Source: an optimization exercise on an open RTL-to-GDS flow (aim: small area). Production flows keep margins and buffers that such runs may drop. At most, simulation tests tie the RTL to the original design; equivalence was not proved. For run 1, only the layout was checked, not whether the RTL still works. Power is estimated from default activity; no workload was simulated.

==> flow/design.v, too long to show whole: its modules and the start of the top module <==
// module dsel_cell: 7 lines
// module fa_cell: 6 lines
// module ha_cell: 6 lines
// module nand3_cell: 5 lines
// module or2_cell: 5 lines
// module sel2_cell: 5 lines
// module sel3_cell: 5 lines
// module xnor2_cell: 5 lines
// module xor2_cell: 5 lines
// module sparse_matrix_mul: 2011 lines
module sparse_matrix_mul(clk,m1i1,m1i2,m1i3,m1i4,m2c1,m2c2,m2c3,m2c4,m2c5, m2c6, m2c7, m2c8, m2c9, m2c10, m2c11, m2c12, m2c13, m2c14, m2c15, m2c16, f11, f12, f13, f14, f21, f22, f23, f24, f31, f32, f33, f34, f41, f42, f43, f44, o1,o2,o3,o4);
  // ...
==> flow/flow/run.sh <==
#!/bin/bash
# Standard ORFS layout (the standard.sh, unchanged) with two placement/CTS options:
#  - port buffers use the smallest buffer (buf_1) instead of buffer_ports' default pick
#  - CTS with clkbuf_8 and without dummy loads
set -euo pipefail
export BUFFER_PORTS_ARGS="-buffer_cell sky130_fd_sc_hd__buf_1"
export CTS_ARGS="-sink_clustering_enable -repair_clock_nets -buf_list sky130_fd_sc_hd__clkbuf_8 -dont_use_dummy_load"
bash standard.sh > standard.log 2>&1
==> flow/standard.sh <==
#!/bin/bash
# synth_recipe.tcl (not shown) runs the flow's synth.tcl, then flattens the netlist and writes it again
# the make line also repeats each setting of config.mk as NAME=value (left out here)
make -C /OpenROAD-flow-scripts/flow DESIGN_CONFIG=/design/flow/config.mk WORK_HOME=/design/flow/orfs CLKGATE_MAP_FILE= SYNTH_SCRIPT=/design/flow/synth_recipe.tcl "${@:-finish}"
==> flow/config.mk <==
export PLATFORM = sky130hd
export DESIGN_NAME = sparse_matrix_mul
export DESIGN_NICKNAME = sparse_matrix_mul
export VERILOG_FILES = /design/flow/design.v
export SDC_FILE = /design/flow/constraint.sdc
export NUM_CORES = 4
export LEC_CHECK = 0
export CAP_MARGIN = 20
export CORE_MARGIN = 2
export CORE_UTILIZATION = 40
export GPL_TIMING_DRIVEN = 0
export SLEW_MARGIN = 20
export SYNTH_HIERARCHICAL = 1
==> flow/constraint.sdc <==
create_clock -name core_clock -period 5.0 [get_ports {clk}]
set_input_delay 1.0000 -clock core_clock [delete_from_list [all_inputs] [get_ports {clk}]]
set_output_delay 1.0000 -clock core_clock [all_outputs]
set_load 0.01 [all_outputs]
==> results_dict.tcl, run 1 <==
set metrics [dict create \
    hold_path.class "flip-flop to flip-flop" \
    detailedRoute.firstIterationViolations 2293 \
    synthXorXnorAreaFrac 0.126 \
    clk_path_buf_depth 2 \
    firstDrtPassIters 12 \
    crit_slowest_cell "fa_1" \
    gp_congestion 0.911 \
    worst_slack_ps -309 \
    synth_flop_cell "dfxtp_1" \
    hp-start "s24[8]" \
    cap_viol_max_count 0 \
    synth_top_family_by_area "adder cells" \
    p_leak_nw 5.03 \
    register_area_mm2 0.00280 \
    timing.rr.start "s22[0]" \
    max_freq_ghz 0.188 \
    syn_inst 1100 \
    io_buffers 212 \
    rrSetupSlack_ps 1380 \
    violations "negative setup slack" \
    clock_cell_area_share 0.0152 \
    die_x_um 185 \
    synth-edff-count 0 \
    setup_viol 23 \
    cp.required_ps 5320 \
    use_met2 0.365 \
    h-tree-depth 4 \
    multi_input_area_share 0.671 \
    cts_tree "built" \
    die_h_um 185 \
    place_ws_ps -1000 \
    routed_wl_mm 38.2 \
    synth_commonest_cells "a222oi_1 (240), fa_1 (200), dfxtp_1 (140)" \
    multi_input_cells 932 \
    grt.busiest_layer "met2" \
    critical_path_class "input port to flip-flop" \
    endpoint_kind "flip-flop" \
    outcome "finished with violations" \
    synth_nets 1481 \
    min_path_cells 1 \
    fillers 3106 \
    wire_per_inst_um 21.2 \
    via_per_inst 6.32 \
    cts_resized 44 \
    timing.slew.headroom 0.353 \
]
==> run 2, diff against run 1 <==
--- a/flow/design.v
+++ b/flow/design.v
@@ -12,10 +12,4 @@
   assign co = (a & b) | (a & c) | (b & c);
 endmodule
-module ha_cell(a, b, s, co);
-  input a, b;
-  output s, co;
-  assign s = a ^ b;
-  assign co = a & b;
-endmodule
 module nand3_cell(a, b, c, y);
   input a, b, c;
@@ -38,4 +32,9 @@
   assign y = ~((s1 & x1) | (s2 & x2) | (s3 & x3));
 endmodule
+module threea_cell(a, t);
+  input [7:0] a;
+  output [7:0] t;
+  assign t = a + {a[6:0], 1'b0};
+endmodule
 module xnor2_cell(a, b, y);
   input a, b;
@@ -53,61 +52,5 @@
 input [7:0] m2c1,m2c2,m2c3,m2c4,m2c5,m2c6,m2c7,m2c8,m2c9,m2c10,m2c11,m2c12,m2c13,m2c14,m2c15,m2c16;
 input f11, f12, f13, f14, f21, f22, f23, f24, f31, f32, f33, f34, f41, f42, f43, f44;
-output reg [8:0] o1,o2,o3,o4;
-wire t1_1;
-wire t1_2;
-wire t1_3;
-wire t1_4;
-wire t1_5;
-wire t1_6;
-wire t1_7;
-wire t1_8;
-wire t1_9;
-wire t1_10;
-wire t1_11;
-wire t1_12;
-wire t1_13;
-wire t1_14;
-wire t2_1;
-wire t2_2;
-wire t2_3;
-wire t2_4;
-wire t2_5;
-wire t2_6;
-wire t2_7;
-wire t2_8;
-wire t2_9;
-wire t2_10;
-wire t2_11;
-wire t2_12;
-wire t2_13;
-wire t2_14;
-wire t3_1;
-wire t3_2;
-wire t3_3;
-wire t3_4;
-wire t3_5;
-wire t3_6;
-wire t3_7;
-wire t3_8;
-wire t3_9;
-wire t3_10;
-wire t3_11;
-wire t3_12;
-wire t3_13;
-wire t3_14;
-wire t4_1;
-wire t4_2;
-wire t4_3;
-wire t4_4;
-wire t4_5;
-wire t4_6;
-wire t4_7;
-wire t4_8;
-wire t4_9;
-wire t4_10;
-wire t4_11;
-wire t4_12;
-wire t4_13;
-wire t4_14;
+output [8:0] o1,o2,o3,o4;
 wire p11_1;
 wire p11_2;
@@ -1190,40 +1133,12 @@
 wire p44_71;
 wire p44_72;
-wire [7:0] t1 = {t1_14, t1_11, t1_9, t1_7, t1_5, t1_3, t1_1, m1i1[0]};   
-wire [7:0] t2 = {t2_14, t2_11, t2_9, t2_7, t2_5, t2_3, t2_1, m1i2[0]};   
-wire [7:0] t3 = {t3_14, t3_11, t3_9, t3_7, t3_5, t3_3, t3_1, m1i3[0]};   
-wire [7:0] t4 = {t4_14, t4_11, t4_9, t4_7, t4_5, t4_3, t4_1, m1i4[0]};   
-  ha_cell u_t1_1(m1i1[1], m1i1[0], t1_1, t1_2);
-  fa_cell u_t1_3(m1i1[2], m1i1[1], t1_2, t1_3, t1_4);
-  fa_cell u_t1_5(m1i1[3], m1i1[2], t1_4, t1_5, t1_6);
-  fa_cell u_t1_7(m1i1[4], m1i1[3], t1_6, t1_7, t1_8);
-  fa_cell u_t1_9(m1i1[5], m1i1[4], t1_8, t1_9, t1_10);
-  fa_cell u_t1_11(m1i1[6], m1i1[5], t1_10, t1_11, t1_12);
-  xor2_cell u_t1_13(m1i1[7], m1i1[6], t1_13);
-  xor2_cell u_t1_14(t1_13, t1_12, t1_14);
-  ha_cell u_t2_1(m1i2[1], m1i2[0], t2_1, t2_2);
-  fa_cell u_t2_3(m1i2[2], m1i2[1], t2_2, t2_3, t2_4);
-  fa_cell u_t2_5(m1i2[3], m1i2[2], t2_4, t2_5, t2_6);
-  fa_cell u_t2_7(m1i2[4], m1i2[3], t2_6, t2_7, t2_8);
-  fa_cell u_t2_9(m1i2[5], m1i2[4], t2_8, t2_9, t2_10);
-  fa_cell u_t2_11(m1i2[6], m1i2[5], t2_10, t2_11, t2_12);
-  xor2_cell u_t2_13(m1i2[7], m1i2[6], t2_13);
-  xor2_cell u_t2_14(t2_13, t2_12, t2_14);
-  ha_cell u_t3_1(m1i3[1], m1i3[0], t3_1, t3_2);
-  fa_cell u_t3_3(m1i3[2], m1i3[1], t3_2, t3_3, t3_4);
-  fa_cell u_t3_5(m1i3[3], m1i3[2], t3_4, t3_5, t3_6);
-  fa_cell u_t3_7(m1i3[4], m1i3[3], t3_6, t3_7, t3_8);
-  fa_cell u_t3_9(m1i3[5], m1i3[4], t3_8, t3_9, t3_10);
-  fa_cell u_t3_11(m1i3[6], m1i3[5], t3_10, t3_11, t3_12);
-  xor2_cell u_t3_13(m1i3[7], m1i3[6], t3_13);
-  xor2_cell u_t3_14(t3_13, t3_12, t3_14);
-  ha_cell u_t4_1(m1i4[1], m1i4[0], t4_1, t4_2);
-  fa_cell u_t4_3(m1i4[2], m1i4[1], t4_2, t4_3, t4_4);
-  fa_cell u_t4_5(m1i4[3], m1i4[2], t4_4, t4_5, t4_6);
-  fa_cell u_t4_7(m1i4[4], m1i4[3], t4_6, t4_7, t4_8);
-  fa_cell u_t4_9(m1i4[5], m1i4[4], t4_8, t4_9, t4_10);
-  fa_cell u_t4_11(m1i4[6], m1i4[5], t4_10, t4_11, t4_12);
-  xor2_cell u_t4_13(m1i4[7], m1i4[6], t4_13);
-  xor2_cell u_t4_14(t4_13, t4_12, t4_14);
+wire [7:0] t1;
+threea_cell u_t1(m1i1, t1);   
+wire [7:0] t2;
+threea_cell u_t2(m1i2, t2);   
+wire [7:0] t3;
+threea_cell u_t3(m1i3, t3);   
+wire [7:0] t4;
+threea_cell u_t4(m1i4, t4);   
   dsel_cell u_p11_1(m2c1[0], m2c1[1], f11, p11_1, p11_2, p11_3);
   sel2_cell u_p11_4(p11_1, p11_3, m1i1[0], p11_4);
@@ -1252,19 +1167,19 @@
   xnor2_cell u_p11_31(p11_15, p11_6, p11_31);
   or2_cell u_p11_32(p11_15, p11_6, p11_32);
-  fa_cell u_p11_33(p11_16, p11_32, p11_7, p11_33, p11_34);
+  fa_cell u_p11_33(p11_16, p11_7, p11_32, p11_33, p11_34);
   fa_cell u_p11_35(p11_24, p11_17, p11_8, p11_35, p11_36);
   xnor2_cell u_p11_37(p11_34, p11_35, p11_37);
   or2_cell u_p11_38(p11_34, p11_35, p11_38);
   fa_cell u_p11_39(p11_25, p11_18, p11_9, p11_39, p11_40);
-  fa_cell u_p11_41(p11_36, p11_38, p11_39, p11_41, p11_42);
+  fa_cell u_p11_41(p11_36, p11_39, p11_38, p11_41, p11_42);
   fa_cell u_p11_43(p11_28, p11_26, p11_19, p11_43, p11_44);
-  fa_cell u_p11_45(p11_43, p11_10, p11_40, p11_45, p11_46);
-  xnor2_cell u_p11_47(p11_42, p11_45, p11_47);
-  or2_cell u_p11_48(p11_42, p11_45, p11_48);
+  fa_cell u_p11_45(p11_10, p11_43, p11_40, p11_45, p11_46);
+  xnor2_cell u_p11_47(p11_45, p11_42, p11_47);
+  or2_cell u_p11_48(p11_45, p11_42, p11_48);
   xor2_cell u_p11_49(p11_29, p11_30, p11_49);
   xor2_cell u_p11_50(p11_49, p11_27, p11_50);
   xor2_cell u_p11_51(p11_50, p11_20, p11_51);
-  xor2_cell u_p11_52(p11_44, p11_51, p11_52);
-  xor2_cell u_p11_53(p11_52, p11_11, p11_53);
+  xor2_cell u_p11_52(p11_51, p11_11, p11_52);
+  xor2_cell u_p11_53(p11_44, p11_52, p11_53);
   xor2_cell u_p11_54(p11_53, p11_46, p11_54);
   xnor2_cell u_p11_55(p11_54, p11_48, p11_55);
@@ -1295,19 +1210,19 @@
   xnor2_cell u_p12_31(p12_15, p12_6, p12_31);
   or2_cell u_p12_32(p12_15, p12_6, p12_32);
-  fa_cell u_p12_33(p12_16, p12_32, p12_7, p12_33, p12_34);
+  fa_cell u_p12_33(p12_16, p12_7, p12_32, p12_33, p12_34);
   fa_cell u_p12_35(p12_24, p12_17, p12_8, p12_35, p12_36);
   xnor2_cell u_p12_37(p12_34, p12_35, p12_37);
   or2_cell u_p12_38(p12_34, p12_35, p12_38);
   fa_cell u_p12_39(p12_25, p12_18, p12_9, p12_39, p12_40);
-  fa_cell u_p12_41(p12_36, p12_38, p12_39, p12_41, p12_42);
+  fa_cell u_p12_41(p12_36, p12_39, p12_38, p12_41, p12_42);
   fa_cell u_p12_43(p12_28, p12_26, p12_19, p12_43, p12_44);
-  fa_cell u_p12_45(p12_43, p12_10, p12_40, p12_45, p12_46);
-  xnor2_cell u_p12_47(p12_42, p12_45, p12_47);
-  or2_cell u_p12_48(p12_42, p12_45, p12_48);
+  fa_cell u_p12_45(p12_10, p12_43, p12_40, p12_45, p12_46);
+  xnor2_cell u_p12_47(p12_45, p12_42, p12_47);
+  or2_cell u_p12_48(p12_45, p12_42, p12_48);
   xor2_cell u_p12_49(p12_29, p12_30, p12_49);
   xor2_cell u_p12_50(p12_49, p12_27, p12_50);
   xor2_cell u_p12_51(p12_50, p12_20, p12_51);
-  xor2_cell u_p12_52(p12_44, p12_51, p12_52);
-  xor2_cell u_p12_53(p12_52, p12_11, p12_53);
+  xor2_cell u_p12_52(p12_51, p12_11, p12_52);
+  xor2_cell u_p12_53(p12_44, p12_52, p12_53);
   xor2_cell u_p12_54(p12_53, p12_46, p12_54);
   xnor2_cell u_p12_55(p12_54, p12_48, p12_55);
@@ -1338,19 +1253,19 @@
   xnor2_cell u_p13_31(p13_15, p13_6, p13_31);
   or2_cell u_p13_32(p13_15, p13_6, p13_32);
-  fa_cell u_p13_33(p13_16, p13_32, p13_7, p13_33, p13_34);
+  fa_cell u_p13_33(p13_16, p13_7, p13_32, p13_33, p13_34);
   fa_cell u_p13_35(p13_24, p13_17, p13_8, p13_35, p13_36);
   xnor2_cell u_p13_37(p13_34, p13_35, p13_37);
   or2_cell u_p13_38(p13_34, p13_35, p13_38);
   fa_cell u_p13_39(p13_25, p13_18, p13_9, p13_39, p13_40);
-  fa_cell u_p13_41(p13_36, p13_38, p13_39, p13_41, p13_42);
+  fa_cell u_p13_41(p13_36, p13_39, p13_38, p13_41, p13_42);
   fa_cell u_p13_43(p13_28, p13_26, p13_19, p13_43, p13_44);
-  fa_cell u_p13_45(p13_43, p13_10, p13_40, p13_45, p13_46);
-  xnor2_cell u_p13_47(p13_42, p13_45, p13_47);
-  or2_cell u_p13_48(p13_42, p13_45, p13_48);
+  fa_cell u_p13_45(p13_10, p13_43, p13_40, p13_45, p13_46);
+  xnor2_cell u_p13_47(p13_45, p13_42, p13_47);
+  or2_cell u_p13_48(p13_45, p13_42, p13_48);
   xor2_cell u_p13_49(p13_29, p13_30, p13_49);
   xor2_cell u_p13_50(p13_49, p13_27, p13_50);
   xor2_cell u_p13_51(p13_50, p13_20, p13_51);
-  xor2_cell u_p13_52(p13_44, p13_51, p13_52);
-  xor2_cell u_p13_53(p13_52, p13_11, p13_53);
+  xor2_cell u_p13_52(p13_51, p13_11, p13_52);
+  xor2_cell u_p13_53(p13_44, p13_52, p13_53);
   xor2_cell u_p13_54(p13_53, p13_46, p13_54);
   xnor2_cell u_p13_55(p13_54, p13_48, p13_55);
@@ -1381,19 +1296,19 @@
   xnor2_cell u_p14_31(p14_15, p14_6, p14_31);
   or2_cell u_p14_32(p14_15, p14_6, p14_32);
-  fa_cell u_p14_33(p14_16, p14_32, p14_7, p14_33, p14_34);
+  fa_cell u_p14_33(p14_16, p14_7, p14_32, p14_33, p14_34);
   fa_cell u_p14_35(p14_24, p14_17, p14_8, p14_35, p14_36);
   xnor2_cell u_p14_37(p14_34, p14_35, p14_37);
   or2_cell u_p14_38(p14_34, p14_35, p14_38);
   fa_cell u_p14_39(p14_25, p14_18, p14_9, p14_39, p14_40);
-  fa_cell u_p14_41(p14_36, p14_38, p14_39, p14_41, p14_42);
+  fa_cell u_p14_41(p14_36, p14_39, p14_38, p14_41, p14_42);
   fa_cell u_p14_43(p14_28, p14_26, p14_19, p14_43, p14_44);
-  fa_cell u_p14_45(p14_43, p14_10, p14_40, p14_45, p14_46);
-  xnor2_cell u_p14_47(p14_42, p14_45, p14_47);
-  or2_cell u_p14_48(p14_42, p14_45, p14_48);
+  fa_cell u_p14_45(p14_10, p14_43, p14_40, p14_45, p14_46);
+  xnor2_cell u_p14_47(p14_45, p14_42, p14_47);
+  or2_cell u_p14_48(p14_45, p14_42, p14_48);
   xor2_cell u_p14_49(p14_29, p14_30, p14_49);
   xor2_cell u_p14_50(p14_49, p14_27, p14_50);
   xor2_cell u_p14_51(p14_50, p14_20, p14_51);
-  xor2_cell u_p14_52(p14_44, p14_51, p14_52);
-  xor2_cell u_p14_53(p14_52, p14_11, p14_53);
+  xor2_cell u_p14_52(p14_51, p14_11, p14_52);
+  xor2_cell u_p14_53(p14_44, p14_52, p14_53);
   xor2_cell u_p14_54(p14_53, p14_46, p14_54);
   xnor2_cell u_p14_55(p14_54, p14_48, p14_55);
@@ -1424,28 +1339,28 @@
   xnor2_cell u_p21_31(p21_15, p21_6, p21_31);
   or2_cell u_p21_32(p21_15, p21_6, p21_32);
-  fa_cell u_p21_33(p21_16, p21_32, p21_7, p21_33, p21_34);
+  fa_cell u_p21_33(p21_16, p21_7, p21_32, p21_33, p21_34);
   fa_cell u_p21_35(p21_24, p21_17, p21_8, p21_35, p21_36);
   xnor2_cell u_p21_37(p21_34, p21_35, p21_37);
   or2_cell u_p21_38(p21_34, p21_35, p21_38);
   fa_cell u_p21_39(p21_25, p21_18, p21_9, p21_39, p21_40);
-  fa_cell u_p21_41(p21_36, p21_38, p21_39, p21_41, p21_42);
+  fa_cell u_p21_41(p21_36, p21_39, p21_38, p21_41, p21_42);
   fa_cell u_p21_43(p21_28, p21_26, p21_19, p21_43, p21_44);
-  fa_cell u_p21_45(p21_43, p21_10, p21_40, p21_45, p21_46);
-  xnor2_cell u_p21_47(p21_42, p21_45, p21_47);
-  or2_cell u_p21_48(p21_42, p21_45, p21_48);
+  fa_cell u_p21_45(p21_10, p21_43, p21_40, p21_45, p21_46);
+  xnor2_cell u_p21_47(p21_45, p21_42, p21_47);
+  or2_cell u_p21_48(p21_45, p21_42, p21_48);
   xor2_cell u_p21_49(p21_29, p21_30, p21_49);
   xor2_cell u_p21_50(p21_49, p21_27, p21_50);
   xor2_cell u_p21_51(p21_50, p21_20, p21_51);
-  xor2_cell u_p21_52(p21_44, p21_51, p21_52);
-  xor2_cell u_p21_53(p21_52, p21_11, p21_53);
+  xor2_cell u_p21_52(p21_51, p21_11, p21_52);
+  xor2_cell u_p21_53(p21_44, p21_52, p21_53);
   xor2_cell u_p21_54(p21_53, p21_46, p21_54);
   xnor2_cell u_p21_55(p21_54, p21_48, p21_55);
   xnor2_cell u_p21_56(s11[0], p21_4, p21_56);
   or2_cell u_p21_57(s11[0], p21_4, p21_57);
-  fa_cell u_p21_58(s11[1], p21_5, p21_57, p21_58, p21_59);
+  fa_cell u_p21_58(s11[1], p21_57, p21_5, p21_58, p21_59);
   fa_cell u_p21_60(s11[2], p21_59, p21_31, p21_60, p21_61);
   fa_cell u_p21_62(s11[3], p21_61, p21_33, p21_62, p21_63);
-  fa_cell u_p21_64(s11[4], p21_63, p21_37, p21_64, p21_65);
-  fa_cell u_p21_66(s11[5], p21_65, p21_41, p21_66, p21_67);
+  fa_cell u_p21_64(s11[4], p21_37, p21_63, p21_64, p21_65);
+  fa_cell u_p21_66(s11[5], p21_41, p21_65, p21_66, p21_67);
   fa_cell u_p21_68(s11[6], p21_47, p21_67, p21_68, p21_69);
   fa_cell u_p21_70(s11[7], p21_55, p21_69, p21_70, p21_71);
@@ -1476,28 +1391,28 @@
   xnor2_cell u_p22_31(p22_15, p22_6, p22_31);
   or2_cell u_p22_32(p22_15, p22_6, p22_32);
-  fa_cell u_p22_33(p22_16, p22_32, p22_7, p22_33, p22_34);
+  fa_cell u_p22_33(p22_16, p22_7, p22_32, p22_33, p22_34);
   fa_cell u_p22_35(p22_24, p22_17, p22_8, p22_35, p22_36);
   xnor2_cell u_p22_37(p22_34, p22_35, p22_37);
   or2_cell u_p22_38(p22_34, p22_35, p22_38);
   fa_cell u_p22_39(p22_25, p22_18, p22_9, p22_39, p22_40);
-  fa_cell u_p22_41(p22_36, p22_38, p22_39, p22_41, p22_42);
+  fa_cell u_p22_41(p22_36, p22_39, p22_38, p22_41, p22_42);
   fa_cell u_p22_43(p22_28, p22_26, p22_19, p22_43, p22_44);
-  fa_cell u_p22_45(p22_43, p22_10, p22_40, p22_45, p22_46);
-  xnor2_cell u_p22_47(p22_42, p22_45, p22_47);
-  or2_cell u_p22_48(p22_42, p22_45, p22_48);
+  fa_cell u_p22_45(p22_10, p22_43, p22_40, p22_45, p22_46);
+  xnor2_cell u_p22_47(p22_45, p22_42, p22_47);
+  or2_cell u_p22_48(p22_45, p22_42, p22_48);
   xor2_cell u_p22_49(p22_29, p22_30, p22_49);
   xor2_cell u_p22_50(p22_49, p22_27, p22_50);
   xor2_cell u_p22_51(p22_50, p22_20, p22_51);
-  xor2_cell u_p22_52(p22_44, p22_51, p22_52);
-  xor2_cell u_p22_53(p22_52, p22_11, p22_53);
+  xor2_cell u_p22_52(p22_51, p22_11, p22_52);
+  xor2_cell u_p22_53(p22_44, p22_52, p22_53);
   xor2_cell u_p22_54(p22_53, p22_46, p22_54);
   xnor2_cell u_p22_55(p22_54, p22_48, p22_55);
   xnor2_cell u_p22_56(s12[0], p22_4, p22_56);
   or2_cell u_p22_57(s12[0], p22_4, p22_57);
-  fa_cell u_p22_58(s12[1], p22_5, p22_57, p22_58, p22_59);
+  fa_cell u_p22_58(s12[1], p22_57, p22_5, p22_58, p22_59);
   fa_cell u_p22_60(s12[2], p22_59, p22_31, p22_60, p22_61);
   fa_cell u_p22_62(s12[3], p22_61, p22_33, p22_62, p22_63);
-  fa_cell u_p22_64(s12[4], p22_63, p22_37, p22_64, p22_65);
-  fa_cell u_p22_66(s12[5], p22_65, p22_41, p22_66, p22_67);
+  fa_cell u_p22_64(s12[4], p22_37, p22_63, p22_64, p22_65);
+  fa_cell u_p22_66(s12[5], p22_41, p22_65, p22_66, p22_67);
   fa_cell u_p22_68(s12[6], p22_47, p22_67, p22_68, p22_69);
   fa_cell u_p22_70(s12[7], p22_55, p22_69, p22_70, p22_71);
@@ -1528,28 +1443,28 @@
   xnor2_cell u_p23_31(p23_15, p23_6, p23_31);
   or2_cell u_p23_32(p23_15, p23_6, p23_32);
-  fa_cell u_p23_33(p23_16, p23_32, p23_7, p23_33, p23_34);
+  fa_cell u_p23_33(p23_16, p23_7, p23_32, p23_33, p23_34);
   fa_cell u_p23_35(p23_24, p23_17, p23_8, p23_35, p23_36);
   xnor2_cell u_p23_37(p23_34, p23_35, p23_37);
   or2_cell u_p23_38(p23_34, p23_35, p23_38);
   fa_cell u_p23_39(p23_25, p23_18, p23_9, p23_39, p23_40);
-  fa_cell u_p23_41(p23_36, p23_38, p23_39, p23_41, p23_42);
+  fa_cell u_p23_41(p23_36, p23_39, p23_38, p23_41, p23_42);
   fa_cell u_p23_43(p23_28, p23_26, p23_19, p23_43, p23_44);
-  fa_cell u_p23_45(p23_43, p23_10, p23_40, p23_45, p23_46);
-  xnor2_cell u_p23_47(p23_42, p23_45, p23_47);
-  or2_cell u_p23_48(p23_42, p23_45, p23_48);
+  fa_cell u_p23_45(p23_10, p23_43, p23_40, p23_45, p23_46);
+  xnor2_cell u_p23_47(p23_45, p23_42, p23_47);
+  or2_cell u_p23_48(p23_45, p23_42, p23_48);
   xor2_cell u_p23_49(p23_29, p23_30, p23_49);
   xor2_cell u_p23_50(p23_49, p23_27, p23_50);
   xor2_cell u_p23_51(p23_50, p23_20, p23_51);
-  xor2_cell u_p23_52(p23_44, p23_51, p23_52);
-  xor2_cell u_p23_53(p23_52, p23_11, p23_53);
+  xor2_cell u_p23_52(p23_51, p23_11, p23_52);
+  xor2_cell u_p23_53(p23_44, p23_52, p23_53);
   xor2_cell u_p23_54(p23_53, p23_46, p23_54);
   xnor2_cell u_p23_55(p23_54, p23_48, p23_55);
   xnor2_cell u_p23_56(s13[0], p23_4, p23_56);
   or2_cell u_p23_57(s13[0], p23_4, p23_57);
-  fa_cell u_p23_58(s13[1], p23_5, p23_57, p23_58, p23_59);
+  fa_cell u_p23_58(s13[1], p23_57, p23_5, p23_58, p23_59);
   fa_cell u_p23_60(s13[2], p23_59, p23_31, p23_60, p23_61);
   fa_cell u_p23_62(s13[3], p23_61, p23_33, p23_62, p23_63);
-  fa_cell u_p23_64(s13[4], p23_63, p23_37, p23_64, p23_65);
-  fa_cell u_p23_66(s13[5], p23_65, p23_41, p23_66, p23_67);
+  fa_cell u_p23_64(s13[4], p23_37, p23_63, p23_64, p23_65);
+  fa_cell u_p23_66(s13[5], p23_41, p23_65, p23_66, p23_67);
   fa_cell u_p23_68(s13[6], p23_47, p23_67, p23_68, p23_69);
   fa_cell u_p23_70(s13[7], p23_55, p23_69, p23_70, p23_71);
@@ -1580,28 +1495,28 @@
   xnor2_cell u_p24_31(p24_15, p24_6, p24_31);
   or2_cell u_p24_32(p24_15, p24_6, p24_32);
-  fa_cell u_p24_33(p24_16, p24_32, p24_7, p24_33, p24_34);
+  fa_cell u_p24_33(p24_16, p24_7, p24_32, p24_33, p24_34);
   fa_cell u_p24_35(p24_24, p24_17, p24_8, p24_35, p24_36);
   xnor2_cell u_p24_37(p24_34, p24_35, p24_37);
   or2_cell u_p24_38(p24_34, p24_35, p24_38);
   fa_cell u_p24_39(p24_25, p24_18, p24_9, p24_39, p24_40);
-  fa_cell u_p24_41(p24_36, p24_38, p24_39, p24_41, p24_42);
+  fa_cell u_p24_41(p24_36, p24_39, p24_38, p24_41, p24_42);
   fa_cell u_p24_43(p24_28, p24_26, p24_19, p24_43, p24_44);
-  fa_cell u_p24_45(p24_43, p24_10, p24_40, p24_45, p24_46);
-  xnor2_cell u_p24_47(p24_42, p24_45, p24_47);
-  or2_cell u_p24_48(p24_42, p24_45, p24_48);
+  fa_cell u_p24_45(p24_10, p24_43, p24_40, p24_45, p24_46);
+  xnor2_cell u_p24_47(p24_45, p24_42, p24_47);
+  or2_cell u_p24_48(p24_45, p24_42, p24_48);
   xor2_cell u_p24_49(p24_29, p24_30, p24_49);
   xor2_cell u_p24_50(p24_49, p24_27, p24_50);
   xor2_cell u_p24_51(p24_50, p24_20, p24_51);
-  xor2_cell u_p24_52(p24_44, p24_51, p24_52);
-  xor2_cell u_p24_53(p24_52, p24_11, p24_53);
+  xor2_cell u_p24_52(p24_51, p24_11, p24_52);
+  xor2_cell u_p24_53(p24_44, p24_52, p24_53);
   xor2_cell u_p24_54(p24_53, p24_46, p24_54);
   xnor2_cell u_p24_55(p24_54, p24_48, p24_55);
   xnor2_cell u_p24_56(s14[0], p24_4, p24_56);
   or2_cell u_p24_57(s14[0], p24_4, p24_57);
-  fa_cell u_p24_58(s14[1], p24_5, p24_57, p24_58, p24_59);
+  fa_cell u_p24_58(s14[1], p24_57, p24_5, p24_58, p24_59);
   fa_cell u_p24_60(s14[2], p24_59, p24_31, p24_60, p24_61);
   fa_cell u_p24_62(s14[3], p24_61, p24_33, p24_62, p24_63);
-  fa_cell u_p24_64(s14[4], p24_63, p24_37, p24_64, p24_65);
-  fa_cell u_p24_66(s14[5], p24_65, p24_41, p24_66, p24_67);
+  fa_cell u_p24_64(s14[4], p24_37, p24_63, p24_64, p24_65);
+  fa_cell u_p24_66(s14[5], p24_41, p24_65, p24_66, p24_67);
   fa_cell u_p24_68(s14[6], p24_47, p24_67, p24_68, p24_69);
   fa_cell u_p24_70(s14[7], p24_55, p24_69, p24_70, p24_71);
@@ -1632,28 +1547,28 @@
   xnor2_cell u_p31_31(p31_15, p31_6, p31_31);
   or2_cell u_p31_32(p31_15, p31_6, p31_32);
-  fa_cell u_p31_33(p31_16, p31_32, p31_7, p31_33, p31_34);
+  fa_cell u_p31_33(p31_16, p31_7, p31_32, p31_33, p31_34);
   fa_cell u_p31_35(p31_24, p31_17, p31_8, p31_35, p31_36);
   xnor2_cell u_p31_37(p31_34, p31_35, p31_37);
   or2_cell u_p31_38(p31_34, p31_35, p31_38);
   fa_cell u_p31_39(p31_25, p31_18, p31_9, p31_39, p31_40);
-  fa_cell u_p31_41(p31_36, p31_38, p31_39, p31_41, p31_42);
+  fa_cell u_p31_41(p31_36, p31_39, p31_38, p31_41, p31_42);
   fa_cell u_p31_43(p31_28, p31_26, p31_19, p31_43, p31_44);
-  fa_cell u_p31_45(p31_43, p31_10, p31_40, p31_45, p31_46);
-  xnor2_cell u_p31_47(p31_42, p31_45, p31_47);
-  or2_cell u_p31_48(p31_42, p31_45, p31_48);
+  fa_cell u_p31_45(p31_10, p31_43, p31_40, p31_45, p31_46);
+  xnor2_cell u_p31_47(p31_45, p31_42, p31_47);
+  or2_cell u_p31_48(p31_45, p31_42, p31_48);
   xor2_cell u_p31_49(p31_29, p31_30, p31_49);
   xor2_cell u_p31_50(p31_49, p31_27, p31_50);
   xor2_cell u_p31_51(p31_50, p31_20, p31_51);
-  xor2_cell u_p31_52(p31_44, p31_51, p31_52);
-  xor2_cell u_p31_53(p31_52, p31_11, p31_53);
+  xor2_cell u_p31_52(p31_51, p31_11, p31_52);
+  xor2_cell u_p31_53(p31_44, p31_52, p31_53);
   xor2_cell u_p31_54(p31_53, p31_46, p31_54);
   xnor2_cell u_p31_55(p31_54, p31_48, p31_55);
   xnor2_cell u_p31_56(s21[0], p31_4, p31_56);
   or2_cell u_p31_57(s21[0], p31_4, p31_57);
-  fa_cell u_p31_58(s21[1], p31_5, p31_57, p31_58, p31_59);
+  fa_cell u_p31_58(s21[1], p31_57, p31_5, p31_58, p31_59);
   fa_cell u_p31_60(s21[2], p31_59, p31_31, p31_60, p31_61);
   fa_cell u_p31_62(s21[3], p31_61, p31_33, p31_62, p31_63);
-  fa_cell u_p31_64(s21[4], p31_63, p31_37, p31_64, p31_65);
-  fa_cell u_p31_66(s21[5], p31_65, p31_41, p31_66, p31_67);
+  fa_cell u_p31_64(s21[4], p31_37, p31_63, p31_64, p31_65);
+  fa_cell u_p31_66(s21[5], p31_41, p31_65, p31_66, p31_67);
   fa_cell u_p31_68(s21[6], p31_47, p31_67, p31_68, p31_69);
   fa_cell u_p31_70(s21[7], p31_55, p31_69, p31_70, p31_71);
@@ -1685,28 +1600,28 @@
   xnor2_cell u_p32_31(p32_15, p32_6, p32_31);
   or2_cell u_p32_32(p32_15, p32_6, p32_32);
-  fa_cell u_p32_33(p32_16, p32_32, p32_7, p32_33, p32_34);
+  fa_cell u_p32_33(p32_16, p32_7, p32_32, p32_33, p32_34);
   fa_cell u_p32_35(p32_24, p32_17, p32_8, p32_35, p32_36);
   xnor2_cell u_p32_37(p32_34, p32_35, p32_37);
   or2_cell u_p32_38(p32_34, p32_35, p32_38);
   fa_cell u_p32_39(p32_25, p32_18, p32_9, p32_39, p32_40);
-  fa_cell u_p32_41(p32_36, p32_38, p32_39, p32_41, p32_42);
+  fa_cell u_p32_41(p32_36, p32_39, p32_38, p32_41, p32_42);
   fa_cell u_p32_43(p32_28, p32_26, p32_19, p32_43, p32_44);
-  fa_cell u_p32_45(p32_43, p32_10, p32_40, p32_45, p32_46);
-  xnor2_cell u_p32_47(p32_42, p32_45, p32_47);
-  or2_cell u_p32_48(p32_42, p32_45, p32_48);
+  fa_cell u_p32_45(p32_10, p32_43, p32_40, p32_45, p32_46);
+  xnor2_cell u_p32_47(p32_45, p32_42, p32_47);
+  or2_cell u_p32_48(p32_45, p32_42, p32_48);
   xor2_cell u_p32_49(p32_29, p32_30, p32_49);
   xor2_cell u_p32_50(p32_49, p32_27, p32_50);
   xor2_cell u_p32_51(p32_50, p32_20, p32_51);
-  xor2_cell u_p32_52(p32_44, p32_51, p32_52);
-  xor2_cell u_p32_53(p32_52, p32_11, p32_53);
+  xor2_cell u_p32_52(p32_51, p32_11, p32_52);
+  xor2_cell u_p32_53(p32_44, p32_52, p32_53);
   xor2_cell u_p32_54(p32_53, p32_46, p32_54);
   xnor2_cell u_p32_55(p32_54, p32_48, p32_55);
   xnor2_cell u_p32_56(s22[0], p32_4, p32_56);
   or2_cell u_p32_57(s22[0], p32_4, p32_57);
-  fa_cell u_p32_58(s22[1], p32_5, p32_57, p32_58, p32_59);
+  fa_cell u_p32_58(s22[1], p32_57, p32_5, p32_58, p32_59);
   fa_cell u_p32_60(s22[2], p32_59, p32_31, p32_60, p32_61);
   fa_cell u_p32_62(s22[3], p32_61, p32_33, p32_62, p32_63);
-  fa_cell u_p32_64(s22[4], p32_63, p32_37, p32_64, p32_65);
-  fa_cell u_p32_66(s22[5], p32_65, p32_41, p32_66, p32_67);
+  fa_cell u_p32_64(s22[4], p32_37, p32_63, p32_64, p32_65);
+  fa_cell u_p32_66(s22[5], p32_41, p32_65, p32_66, p32_67);
   fa_cell u_p32_68(s22[6], p32_47, p32_67, p32_68, p32_69);
   fa_cell u_p32_70(s22[7], p32_55, p32_69, p32_70, p32_71);
@@ -1738,28 +1653,28 @@
   xnor2_cell u_p33_31(p33_15, p33_6, p33_31);
   or2_cell u_p33_32(p33_15, p33_6, p33_32);
-  fa_cell u_p33_33(p33_16, p33_32, p33_7, p33_33, p33_34);
+  fa_cell u_p33_33(p33_16, p33_7, p33_32, p33_33, p33_34);
   fa_cell u_p33_35(p33_24, p33_17, p33_8, p33_35, p33_36);
   xnor2_cell u_p33_37(p33_34, p33_35, p33_37);
   or2_cell u_p33_38(p33_34, p33_35, p33_38);
   fa_cell u_p33_39(p33_25, p33_18, p33_9, p33_39, p33_40);
-  fa_cell u_p33_41(p33_36, p33_38, p33_39, p33_41, p33_42);
+  fa_cell u_p33_41(p33_36, p33_39, p33_38, p33_41, p33_42);
   fa_cell u_p33_43(p33_28, p33_26, p33_19, p33_43, p33_44);
-  fa_cell u_p33_45(p33_43, p33_10, p33_40, p33_45, p33_46);
-  xnor2_cell u_p33_47(p33_42, p33_45, p33_47);
-  or2_cell u_p33_48(p33_42, p33_45, p33_48);
+  fa_cell u_p33_45(p33_10, p33_43, p33_40, p33_45, p33_46);
+  xnor2_cell u_p33_47(p33_45, p33_42, p33_47);
+  or2_cell u_p33_48(p33_45, p33_42, p33_48);
   xor2_cell u_p33_49(p33_29, p33_30, p33_49);
   xor2_cell u_p33_50(p33_49, p33_27, p33_50);
   xor2_cell u_p33_51(p33_50, p33_20, p33_51);
-  xor2_cell u_p33_52(p33_44, p33_51, p33_52);
-  xor2_cell u_p33_53(p33_52, p33_11, p33_53);
+  xor2_cell u_p33_52(p33_51, p33_11, p33_52);
+  xor2_cell u_p33_53(p33_44, p33_52, p33_53);
   xor2_cell u_p33_54(p33_53, p33_46, p33_54);
   xnor2_cell u_p33_55(p33_54, p33_48, p33_55);
   xnor2_cell u_p33_56(s23[0], p33_4, p33_56);
   or2_cell u_p33_57(s23[0], p33_4, p33_57);
-  fa_cell u_p33_58(s23[1], p33_5, p33_57, p33_58, p33_59);
+  fa_cell u_p33_58(s23[1], p33_57, p33_5, p33_58, p33_59);
   fa_cell u_p33_60(s23[2], p33_59, p33_31, p33_60, p33_61);
   fa_cell u_p33_62(s23[3], p33_61, p33_33, p33_62, p33_63);
-  fa_cell u_p33_64(s23[4], p33_63, p33_37, p33_64, p33_65);
-  fa_cell u_p33_66(s23[5], p33_65, p33_41, p33_66, p33_67);
+  fa_cell u_p33_64(s23[4], p33_37, p33_63, p33_64, p33_65);
+  fa_cell u_p33_66(s23[5], p33_41, p33_65, p33_66, p33_67);
   fa_cell u_p33_68(s23[6], p33_47, p33_67, p33_68, p33_69);
   fa_cell u_p33_70(s23[7], p33_55, p33_69, p33_70, p33_71);
@@ -1791,28 +1706,28 @@
   xnor2_cell u_p34_31(p34_15, p34_6, p34_31);
   or2_cell u_p34_32(p34_15, p34_6, p34_32);
-  fa_cell u_p34_33(p34_16, p34_32, p34_7, p34_33, p34_34);
+  fa_cell u_p34_33(p34_16, p34_7, p34_32, p34_33, p34_34);
   fa_cell u_p34_35(p34_24, p34_17, p34_8, p34_35, p34_36);
   xnor2_cell u_p34_37(p34_34, p34_35, p34_37);
   or2_cell u_p34_38(p34_34, p34_35, p34_38);
   fa_cell u_p34_39(p34_25, p34_18, p34_9, p34_39, p34_40);
-  fa_cell u_p34_41(p34_36, p34_38, p34_39, p34_41, p34_42);
+  fa_cell u_p34_41(p34_36, p34_39, p34_38, p34_41, p34_42);
   fa_cell u_p34_43(p34_28, p34_26, p34_19, p34_43, p34_44);
-  fa_cell u_p34_45(p34_43, p34_10, p34_40, p34_45, p34_46);
-  xnor2_cell u_p34_47(p34_42, p34_45, p34_47);
-  or2_cell u_p34_48(p34_42, p34_45, p34_48);
+  fa_cell u_p34_45(p34_10, p34_43, p34_40, p34_45, p34_46);
+  xnor2_cell u_p34_47(p34_45, p34_42, p34_47);
+  or2_cell u_p34_48(p34_45, p34_42, p34_48);
   xor2_cell u_p34_49(p34_29, p34_30, p34_49);
   xor2_cell u_p34_50(p34_49, p34_27, p34_50);
   xor2_cell u_p34_51(p34_50, p34_20, p34_51);
-  xor2_cell u_p34_52(p34_44, p34_51, p34_52);
-  xor2_cell u_p34_53(p34_52, p34_11, p34_53);
+  xor2_cell u_p34_52(p34_51, p34_11, p34_52);
+  xor2_cell u_p34_53(p34_44, p34_52, p34_53);
   xor2_cell u_p34_54(p34_53, p34_46, p34_54);
   xnor2_cell u_p34_55(p34_54, p34_48, p34_55);
   xnor2_cell u_p34_56(s24[0], p34_4, p34_56);
   or2_cell u_p34_57(s24[0], p34_4, p34_57);
-  fa_cell u_p34_58(s24[1], p34_5, p34_57, p34_58, p34_59);
+  fa_cell u_p34_58(s24[1], p34_57, p34_5, p34_58, p34_59);
   fa_cell u_p34_60(s24[2], p34_59, p34_31, p34_60, p34_61);
   fa_cell u_p34_62(s24[3], p34_61, p34_33, p34_62, p34_63);
-  fa_cell u_p34_64(s24[4], p34_63, p34_37, p34_64, p34_65);
-  fa_cell u_p34_66(s24[5], p34_65, p34_41, p34_66, p34_67);
+  fa_cell u_p34_64(s24[4], p34_37, p34_63, p34_64, p34_65);
+  fa_cell u_p34_66(s24[5], p34_41, p34_65, p34_66, p34_67);
   fa_cell u_p34_68(s24[6], p34_47, p34_67, p34_68, p34_69);
   fa_cell u_p34_70(s24[7], p34_55, p34_69, p34_70, p34_71);
@@ -1844,31 +1759,31 @@
   xnor2_cell u_p41_31(p41_15, p41_6, p41_31);
   or2_cell u_p41_32(p41_15, p41_6, p41_32);
-  fa_cell u_p41_33(p41_16, p41_32, p41_7, p41_33, p41_34);
+  fa_cell u_p41_33(p41_16, p41_7, p41_32, p41_33, p41_34);
   fa_cell u_p41_35(p41_24, p41_17, p41_8, p41_35, p41_36);
   xnor2_cell u_p41_37(p41_34, p41_35, p41_37);
   or2_cell u_p41_38(p41_34, p41_35, p41_38);
   fa_cell u_p41_39(p41_25, p41_18, p41_9, p41_39, p41_40);
-  fa_cell u_p41_41(p41_36, p41_38, p41_39, p41_41, p41_42);
+  fa_cell u_p41_41(p41_36, p41_39, p41_38, p41_41, p41_42);
   fa_cell u_p41_43(p41_28, p41_26, p41_19, p41_43, p41_44);
-  fa_cell u_p41_45(p41_43, p41_10, p41_40, p41_45, p41_46);
-  xnor2_cell u_p41_47(p41_42, p41_45, p41_47);
-  or2_cell u_p41_48(p41_42, p41_45, p41_48);
+  fa_cell u_p41_45(p41_10, p41_43, p41_40, p41_45, p41_46);
+  xnor2_cell u_p41_47(p41_45, p41_42, p41_47);
+  or2_cell u_p41_48(p41_45, p41_42, p41_48);
   xor2_cell u_p41_49(p41_29, p41_30, p41_49);
   xor2_cell u_p41_50(p41_49, p41_27, p41_50);
   xor2_cell u_p41_51(p41_50, p41_20, p41_51);
-  xor2_cell u_p41_52(p41_44, p41_51, p41_52);
-  xor2_cell u_p41_53(p41_52, p41_11, p41_53);
+  xor2_cell u_p41_52(p41_51, p41_11, p41_52);
+  xor2_cell u_p41_53(p41_44, p41_52, p41_53);
   xor2_cell u_p41_54(p41_53, p41_46, p41_54);
   xnor2_cell u_p41_55(p41_54, p41_48, p41_55);
-  xor2_cell u_p41_56(s31[0], p41_4, p41_56);
+  xnor2_cell u_p41_56(s31[0], p41_4, p41_56);
   or2_cell u_p41_57(s31[0], p41_4, p41_57);
-  fa_cell u_p41_58(s31[1], p41_5, p41_57, p41_58, p41_59);
+  fa_cell u_p41_58(s31[1], p41_57, p41_5, p41_58, p41_59);
   fa_cell u_p41_60(s31[2], p41_59, p41_31, p41_60, p41_61);
   fa_cell u_p41_62(s31[3], p41_61, p41_33, p41_62, p41_63);
-  fa_cell u_p41_64(s31[4], p41_63, p41_37, p41_64, p41_65);
-  fa_cell u_p41_66(s31[5], p41_65, p41_41, p41_66, p41_67);
+  fa_cell u_p41_64(s31[4], p41_37, p41_63, p41_64, p41_65);
+  fa_cell u_p41_66(s31[5], p41_41, p41_65, p41_66, p41_67);
   fa_cell u_p41_68(s31[6], p41_47, p41_67, p41_68, p41_69);
   fa_cell u_p41_70(s31[7], p41_55, p41_69, p41_70, p41_71);
-  xor2_cell u_p41_72(s31[8], p41_71, p41_72);
+  xnor2_cell u_p41_72(s31[8], p41_71, p41_72);
   dsel_cell u_p42_1(m2c14[0], m2c14[1], f42, p42_1, p42_2, p42_3);
   sel2_cell u_p42_4(p42_1, p42_3, m1i4[0], p42_4);
@@ -1897,31 +1812,31 @@
   xnor2_cell u_p42_31(p42_15, p42_6, p42_31);
   or2_cell u_p42_32(p42_15, p42_6, p42_32);
-  fa_cell u_p42_33(p42_16, p42_32, p42_7, p42_33, p42_34);
+  fa_cell u_p42_33(p42_16, p42_7, p42_32, p42_33, p42_34);
   fa_cell u_p42_35(p42_24, p42_17, p42_8, p42_35, p42_36);
   xnor2_cell u_p42_37(p42_34, p42_35, p42_37);
   or2_cell u_p42_38(p42_34, p42_35, p42_38);
   fa_cell u_p42_39(p42_25, p42_18, p42_9, p42_39, p42_40);
-  fa_cell u_p42_41(p42_36, p42_38, p42_39, p42_41, p42_42);
+  fa_cell u_p42_41(p42_36, p42_39, p42_38, p42_41, p42_42);
   fa_cell u_p42_43(p42_28, p42_26, p42_19, p42_43, p42_44);
-  fa_cell u_p42_45(p42_43, p42_10, p42_40, p42_45, p42_46);
-  xnor2_cell u_p42_47(p42_42, p42_45, p42_47);
-  or2_cell u_p42_48(p42_42, p42_45, p42_48);
+  fa_cell u_p42_45(p42_10, p42_43, p42_40, p42_45, p42_46);
+  xnor2_cell u_p42_47(p42_45, p42_42, p42_47);
+  or2_cell u_p42_48(p42_45, p42_42, p42_48);
   xor2_cell u_p42_49(p42_29, p42_30, p42_49);
   xor2_cell u_p42_50(p42_49, p42_27, p42_50);
   xor2_cell u_p42_51(p42_50, p42_20, p42_51);
-  xor2_cell u_p42_52(p42_44, p42_51, p42_52);
-  xor2_cell u_p42_53(p42_52, p42_11, p42_53);
+  xor2_cell u_p42_52(p42_51, p42_11, p42_52);
+  xor2_cell u_p42_53(p42_44, p42_52, p42_53);
   xor2_cell u_p42_54(p42_53, p42_46, p42_54);
   xnor2_cell u_p42_55(p42_54, p42_48, p42_55);
-  xor2_cell u_p42_56(s32[0], p42_4, p42_56);
+  xnor2_cell u_p42_56(s32[0], p42_4, p42_56);
   or2_cell u_p42_57(s32[0], p42_4, p42_57);
-  fa_cell u_p42_58(s32[1], p42_5, p42_57, p42_58, p42_59);
+  fa_cell u_p42_58(s32[1], p42_57, p42_5, p42_58, p42_59);
   fa_cell u_p42_60(s32[2], p42_59, p42_31, p42_60, p42_61);
   fa_cell u_p42_62(s32[3], p42_61, p42_33, p42_62, p42_63);
-  fa_cell u_p42_64(s32[4], p42_63, p42_37, p42_64, p42_65);
-  fa_cell u_p42_66(s32[5], p42_65, p42_41, p42_66, p42_67);
+  fa_cell u_p42_64(s32[4], p42_37, p42_63, p42_64, p42_65);
+  fa_cell u_p42_66(s32[5], p42_41, p42_65, p42_66, p42_67);
   fa_cell u_p42_68(s32[6], p42_47, p42_67, p42_68, p42_69);
   fa_cell u_p42_70(s32[7], p42_55, p42_69, p42_70, p42_71);
-  xor2_cell u_p42_72(s32[8], p42_71, p42_72);
+  xnor2_cell u_p42_72(s32[8], p42_71, p42_72);
   dsel_cell u_p43_1(m2c15[0], m2c15[1], f43, p43_1, p43_2, p43_3);
   sel2_cell u_p43_4(p43_1, p43_3, m1i4[0], p43_4);
@@ -1950,31 +1865,31 @@
   xnor2_cell u_p43_31(p43_15, p43_6, p43_31);
   or2_cell u_p43_32(p43_15, p43_6, p43_32);
-  fa_cell u_p43_33(p43_16, p43_32, p43_7, p43_33, p43_34);
+  fa_cell u_p43_33(p43_16, p43_7, p43_32, p43_33, p43_34);
   fa_cell u_p43_35(p43_24, p43_17, p43_8, p43_35, p43_36);
   xnor2_cell u_p43_37(p43_34, p43_35, p43_37);
   or2_cell u_p43_38(p43_34, p43_35, p43_38);
   fa_cell u_p43_39(p43_25, p43_18, p43_9, p43_39, p43_40);
-  fa_cell u_p43_41(p43_36, p43_38, p43_39, p43_41, p43_42);
+  fa_cell u_p43_41(p43_36, p43_39, p43_38, p43_41, p43_42);
   fa_cell u_p43_43(p43_28, p43_26, p43_19, p43_43, p43_44);
-  fa_cell u_p43_45(p43_43, p43_10, p43_40, p43_45, p43_46);
-  xnor2_cell u_p43_47(p43_42, p43_45, p43_47);
-  or2_cell u_p43_48(p43_42, p43_45, p43_48);
+  fa_cell u_p43_45(p43_10, p43_43, p43_40, p43_45, p43_46);
+  xnor2_cell u_p43_47(p43_45, p43_42, p43_47);
+  or2_cell u_p43_48(p43_45, p43_42, p43_48);
   xor2_cell u_p43_49(p43_29, p43_30, p43_49);
   xor2_cell u_p43_50(p43_49, p43_27, p43_50);
   xor2_cell u_p43_51(p43_50, p43_20, p43_51);
-  xor2_cell u_p43_52(p43_44, p43_51, p43_52);
-  xor2_cell u_p43_53(p43_52, p43_11, p43_53);
+  xor2_cell u_p43_52(p43_51, p43_11, p43_52);
+  xor2_cell u_p43_53(p43_44, p43_52, p43_53);
   xor2_cell u_p43_54(p43_53, p43_46, p43_54);
   xnor2_cell u_p43_55(p43_54, p43_48, p43_55);
-  xor2_cell u_p43_56(s33[0], p43_4, p43_56);
+  xnor2_cell u_p43_56(s33[0], p43_4, p43_56);
   or2_cell u_p43_57(s33[0], p43_4, p43_57);
-  fa_cell u_p43_58(s33[1], p43_5, p43_57, p43_58, p43_59);
+  fa_cell u_p43_58(s33[1], p43_57, p43_5, p43_58, p43_59);
   fa_cell u_p43_60(s33[2], p43_59, p43_31, p43_60, p43_61);
   fa_cell u_p43_62(s33[3], p43_61, p43_33, p43_62, p43_63);
-  fa_cell u_p43_64(s33[4], p43_63, p43_37, p43_64, p43_65);
-  fa_cell u_p43_66(s33[5], p43_65, p43_41, p43_66, p43_67);
+  fa_cell u_p43_64(s33[4], p43_37, p43_63, p43_64, p43_65);
+  fa_cell u_p43_66(s33[5], p43_41, p43_65, p43_66, p43_67);
   fa_cell u_p43_68(s33[6], p43_47, p43_67, p43_68, p43_69);
   fa_cell u_p43_70(s33[7], p43_55, p43_69, p43_70, p43_71);
-  xor2_cell u_p43_72(s33[8], p43_71, p43_72);
+  xnor2_cell u_p43_72(s33[8], p43_71, p43_72);
   dsel_cell u_p44_1(m2c16[0], m2c16[1], f44, p44_1, p44_2, p44_3);
   sel2_cell u_p44_4(p44_1, p44_3, m1i4[0], p44_4);
@@ -2003,31 +1918,31 @@
   xnor2_cell u_p44_31(p44_15, p44_6, p44_31);
   or2_cell u_p44_32(p44_15, p44_6, p44_32);
-  fa_cell u_p44_33(p44_16, p44_32, p44_7, p44_33, p44_34);
+  fa_cell u_p44_33(p44_16, p44_7, p44_32, p44_33, p44_34);
   fa_cell u_p44_35(p44_24, p44_17, p44_8, p44_35, p44_36);
   xnor2_cell u_p44_37(p44_34, p44_35, p44_37);
   or2_cell u_p44_38(p44_34, p44_35, p44_38);
   fa_cell u_p44_39(p44_25, p44_18, p44_9, p44_39, p44_40);
-  fa_cell u_p44_41(p44_36, p44_38, p44_39, p44_41, p44_42);
+  fa_cell u_p44_41(p44_36, p44_39, p44_38, p44_41, p44_42);
   fa_cell u_p44_43(p44_28, p44_26, p44_19, p44_43, p44_44);
-  fa_cell u_p44_45(p44_43, p44_10, p44_40, p44_45, p44_46);
-  xnor2_cell u_p44_47(p44_42, p44_45, p44_47);
-  or2_cell u_p44_48(p44_42, p44_45, p44_48);
+  fa_cell u_p44_45(p44_10, p44_43, p44_40, p44_45, p44_46);
+  xnor2_cell u_p44_47(p44_45, p44_42, p44_47);
+  or2_cell u_p44_48(p44_45, p44_42, p44_48);
   xor2_cell u_p44_49(p44_29, p44_30, p44_49);
   xor2_cell u_p44_50(p44_49, p44_27, p44_50);
   xor2_cell u_p44_51(p44_50, p44_20, p44_51);
-  xor2_cell u_p44_52(p44_44, p44_51, p44_52);
-  xor2_cell u_p44_53(p44_52, p44_11, p44_53);
+  xor2_cell u_p44_52(p44_51, p44_11, p44_52);
+  xor2_cell u_p44_53(p44_44, p44_52, p44_53);
   xor2_cell u_p44_54(p44_53, p44_46, p44_54);
   xnor2_cell u_p44_55(p44_54, p44_48, p44_55);
-  xor2_cell u_p44_56(s34[0], p44_4, p44_56);
+  xnor2_cell u_p44_56(s34[0], p44_4, p44_56);
   or2_cell u_p44_57(s34[0], p44_4, p44_57);
-  fa_cell u_p44_58(s34[1], p44_5, p44_57, p44_58, p44_59);
+  fa_cell u_p44_58(s34[1], p44_57, p44_5, p44_58, p44_59);
   fa_cell u_p44_60(s34[2], p44_59, p44_31, p44_60, p44_61);
   fa_cell u_p44_62(s34[3], p44_61, p44_33, p44_62, p44_63);
-  fa_cell u_p44_64(s34[4], p44_63, p44_37, p44_64, p44_65);
-  fa_cell u_p44_66(s34[5], p44_65, p44_41, p44_66, p44_67);
+  fa_cell u_p44_64(s34[4], p44_37, p44_63, p44_64, p44_65);
+  fa_cell u_p44_66(s34[5], p44_41, p44_65, p44_66, p44_67);
   fa_cell u_p44_68(s34[6], p44_47, p44_67, p44_68, p44_69);
   fa_cell u_p44_70(s34[7], p44_55, p44_69, p44_70, p44_71);
-  xor2_cell u_p44_72(s34[8], p44_71, p44_72);
+  xnor2_cell u_p44_72(s34[8], p44_71, p44_72);
 reg [7:0] s11;
 always @(posedge clk) s11 <= {p11_55, p11_47, p11_41, p11_37, p11_33, p11_31, p11_5, p11_4};
@@ -2054,7 +1969,15 @@
 reg [8:0] s34;
 always @(posedge clk) s34 <= {p34_72, p34_70, p34_68, p34_66, p34_64, p34_62, p34_60, p34_58, p34_56};
-always @(posedge clk) o1 <= {p41_72, ~p41_70, ~p41_68, ~p41_66, ~p41_64, ~p41_62, ~p41_60, ~p41_58, p41_56};
-always @(posedge clk) o2 <= {p42_72, ~p42_70, ~p42_68, ~p42_66, ~p42_64, ~p42_62, ~p42_60, ~p42_58, p42_56};
-always @(posedge clk) o3 <= {p43_72, ~p43_70, ~p43_68, ~p43_66, ~p43_64, ~p43_62, ~p43_60, ~p43_58, p43_56};
-always @(posedge clk) o4 <= {p44_72, ~p44_70, ~p44_68, ~p44_66, ~p44_64, ~p44_62, ~p44_60, ~p44_58, p44_56};
+reg [8:0] s41;
+always @(posedge clk) s41 <= {p41_72, p41_70, p41_68, p41_66, p41_64, p41_62, p41_60, p41_58, p41_56};
+reg [8:0] s42;
+always @(posedge clk) s42 <= {p42_72, p42_70, p42_68, p42_66, p42_64, p42_62, p42_60, p42_58, p42_56};
+reg [8:0] s43;
+always @(posedge clk) s43 <= {p43_72, p43_70, p43_68, p43_66, p43_64, p43_62, p43_60, p43_58, p43_56};
+reg [8:0] s44;
+always @(posedge clk) s44 <= {p44_72, p44_70, p44_68, p44_66, p44_64, p44_62, p44_60, p44_58, p44_56};
+assign o1 = s41 ^ 9'd511;
+assign o2 = s42 ^ 9'd511;
+assign o3 = s43 ^ 9'd511;
+assign o4 = s44 ^ 9'd511;
 endmodule
==> flow/run.sh (new file) <==
#!/bin/bash
# synth_recipe.tcl (not shown) runs the flow's synth.tcl, then flattens the netlist and writes it again
# the make line also repeats each setting of config.mk as NAME=value (left out here)
make -C /OpenROAD-flow-scripts/flow DESIGN_CONFIG=/design/flow/config.mk WORK_HOME=/design/flow/orfs CLKGATE_MAP_FILE= SYNTH_SCRIPT=/design/flow/synth_recipe.tcl finish
--- a/flow/config.mk
+++ b/flow/config.mk
@@ -9,5 +9,4 @@
 export CORE_MARGIN = 2
 export CORE_UTILIZATION = 40
-export GPL_TIMING_DRIVEN = 0
 export SLEW_MARGIN = 20
 export SYNTH_HIERARCHICAL = 1
removed: flow/flow/run.sh
removed: flow/standard.sh
==> run 2 against run 1 <==
Net effect: the run now finishes clean; global-route usage is 3.0 points higher; total power grew 22%; clock skew down 13 ps; count of clock-buffer cells in the layout up 3; die area up 4.4%; design area is 24% higher; synthesized cell count rose by 9.8%; largest power group unchanged.
==> results_dict.tcl, run 2 <==
set metrics [dict create \
    mostFrequentLayoutCells "buf_4 (249), a222oi_1 (240), clkdlybuf4s50_1 (199)" \
    setup_viol 0 \
    clockRootBuffer "clkbuf_16" \
    clk_pin_slew_ps 60 \
    core_mm2 0.0336 \
    detailedRoute.firstIterationViolations 2300 \
    syn_inst 1208 \
    start_util 0.406 \
    postRouteAntennaNets 0 \
    routed_wl_mm 45.2 \
    gp_congestion 0.918 \
    synth_nets 1593 \
    placed_cells 2100 \
    cts_sinks 140 \
    place_area_mm2 0.0181 \
    p_int_mw 3.91 \
    synthesis.area_mm2 0.0137 \
    clk_latency_ps 430 \
    endpoint_kind "flip-flop" \
    cp.required_ps 5320 \
    cts_buffers 17 \
    seq_power_share 0.305 \
    grt_max_degree 33 \
    final-instance-count-excl-fill 2156 \
    setup_tns_ps 0 \
    swShare 0.367 \
    die_x_um 189 \
    final_area_mm2 0.0191 \
    antenna_found_initial 4 \
    timing.slew.headroom 0.395 \
    utilization 0.567 \
    irDropWorstVdd_mv 0.175 \
    clk_path_buf_depth 2 \
    place.detailed.hpwl_mm 34.9 \
    h-tree-depth 4 \
    final.min_clock_period_ps 4870 \
    io_buffers 212 \
    io-pin-count 213 \
    pwr_density_cell_mw_per_mm2 324 \
    finalHoldViolCount 0 \
    max_freq_ghz 0.205 \
    rsz0062_at_grt "false" \
    mostFrequentLayoutCell "buf_4" \
    fin_skew_ps 7.30 \
    grt_overflow 0 \
    hold_path.class "flip-flop to flip-flop" \
    reg2reg_depth 8 \
    wire_per_inst_um 21.0 \
    clkPwrFrac 0.191 \
    nNetsFinal 2077 \
    ys_warn_count 7 \
    drive_gt1_frac 0.243 \
    critical_path_class "input port to flip-flop" \
    path_max_fanout 8 \
    area_delta_synth_final_pct 39.6 \
    vias 13000 \
    comb_power_share 0.504 \
    grt_pass1_vias 13000 \
    power_switching_mw 2.27 \
    fin_crit_sh 0.973 \
    drv_slew 0 \
    gr-usage-all-layers 0.254 \
    firstDrtPassIters 13 \
    num_rows 67 \
    die_area_mm2 0.0356 \
    p_leak_nw 7.05 \
    drc_errors 0 \
    via_per_inst 6.02 \
    crit_arrival_ps 5190 \
    cp-start-kind "input port" \
    min_path_cells 1 \
    die_h_um 189 \
    tightest_slew_ps 902 \
    outcome "finished clean" \
    avgSynthCellArea_um2 11.3 \
    cts_tree "built" \
    cap_viol_max_count 0 \
    grt_pass1_wl_mm 71.2 \
]
## run 2: repair_timing
| item | in CTS | in global routing |
|---|---|---|
| cloned | 1 | 0 |
| hold buffers | 0 | 0 |
| setup buffers | 14 | 6 |
| gates resized for setup | 64 | 47 |
| endpoints found under the setup margin | 30 | 24 |
| pin swaps | 51 | 64 |
## run 2: path summary, 6_finish.rpt
check	startpoint	slack [ps]	endpoint
min	s21[8]	420	s31[8]
min reg2reg	s21[8]	420	s31[8]
max	m1i3[4]	130	s33[8]
max reg2reg	s14[0]	1400	s24[7]
## run 2: through the flow
stage | total power [mW] | hold slack (ps) | setup slack [ps]
5_1_grt | 6.67 | 429 | 3.74
3_5_place_dp | 4.89 | 414 | -914
6_report | 6.18 | 419 | 134
3_3_place_gp | 4.80 | 415 | -847
4_1_cts | 6.19 | 423 | 3.64
2_1_floorplan | 3.42 | 404 | 39.0
## run 2: per-layer routing
layer,vias to the layer above,track usage,share of wire
li1,5883,-,-
met1,6289,0.351,0.43
met2,730,0.402,0.46
met3,65,0.0430,0.083
met4,2,0.0916,0.026
met5,-,0,0.00020
## run 2: worst max-delay path, stage by stage
cell and delay, ps:
clkdlybuf4s50_1 470, buf_4 170, ha_1 310, buf_4 150, nor2_1 180, a21oi_4 150
a222oi_1 430, fa_1 540, fa_1 510, fa_2 370, fa_2 400, fa_2 390
xnor2_1 130
## run 2: cell type report
type / count / area, um2
fill: 2938 / 14600
antenna: 3 / 7.51
multi-input combinational: 1016 / 10900
tap: 448 / 561
clock inverter: 12 / 98.8
timing repair buffer: 464 / 4020
timing repair inverter: 1 / 7.51
sequential: 140 / 2800
inverter: 52 / 205
clock buffer: 20 / 447
## run 2: power by group through the flow
stage / logic (mW) / registers, mW / clock network (mW)
finish: 3.12 / 1.89 / 1.18
global route: 3.48 / 1.94 / 1.25
CTS: 3.09 / 1.90 / 1.21
detailed placement: 2.98 / 1.91 / 0
global placement: 2.90 / 1.91 / 0
floorplan: 1.60 / 1.82 / 0

afterwards: timing with drivers on the ports:
No port has a modelled driver above. Below, the same layouts with a new extraction and two added sets of constraints.
Step 1, drivers: a clkbuf_16 drives clk and a buf_2 each remaining input, both assumed.
Step 2, shift: input delay + t, output delay - t, t = (earliest + latest rising clock arrival at the registers) / 2. This alone moves slack from input paths to output paths.
Three values: ideal, step 1, step 2; two values: the first two.
run	t, ns	setup WS [ns]	cell pins on the clock port's net
run 1	0.471	-0.309 / -0.349 / -0.820	1
run 2	0.485	0.134 / 0.160 / -0.326	1
With both steps, setup timing fails in run 2, where it was met with ideal ports. For run 1, which loses most, drivers alone change the setup slack by -0.040 ns; drivers and shift together by -0.511 ns.
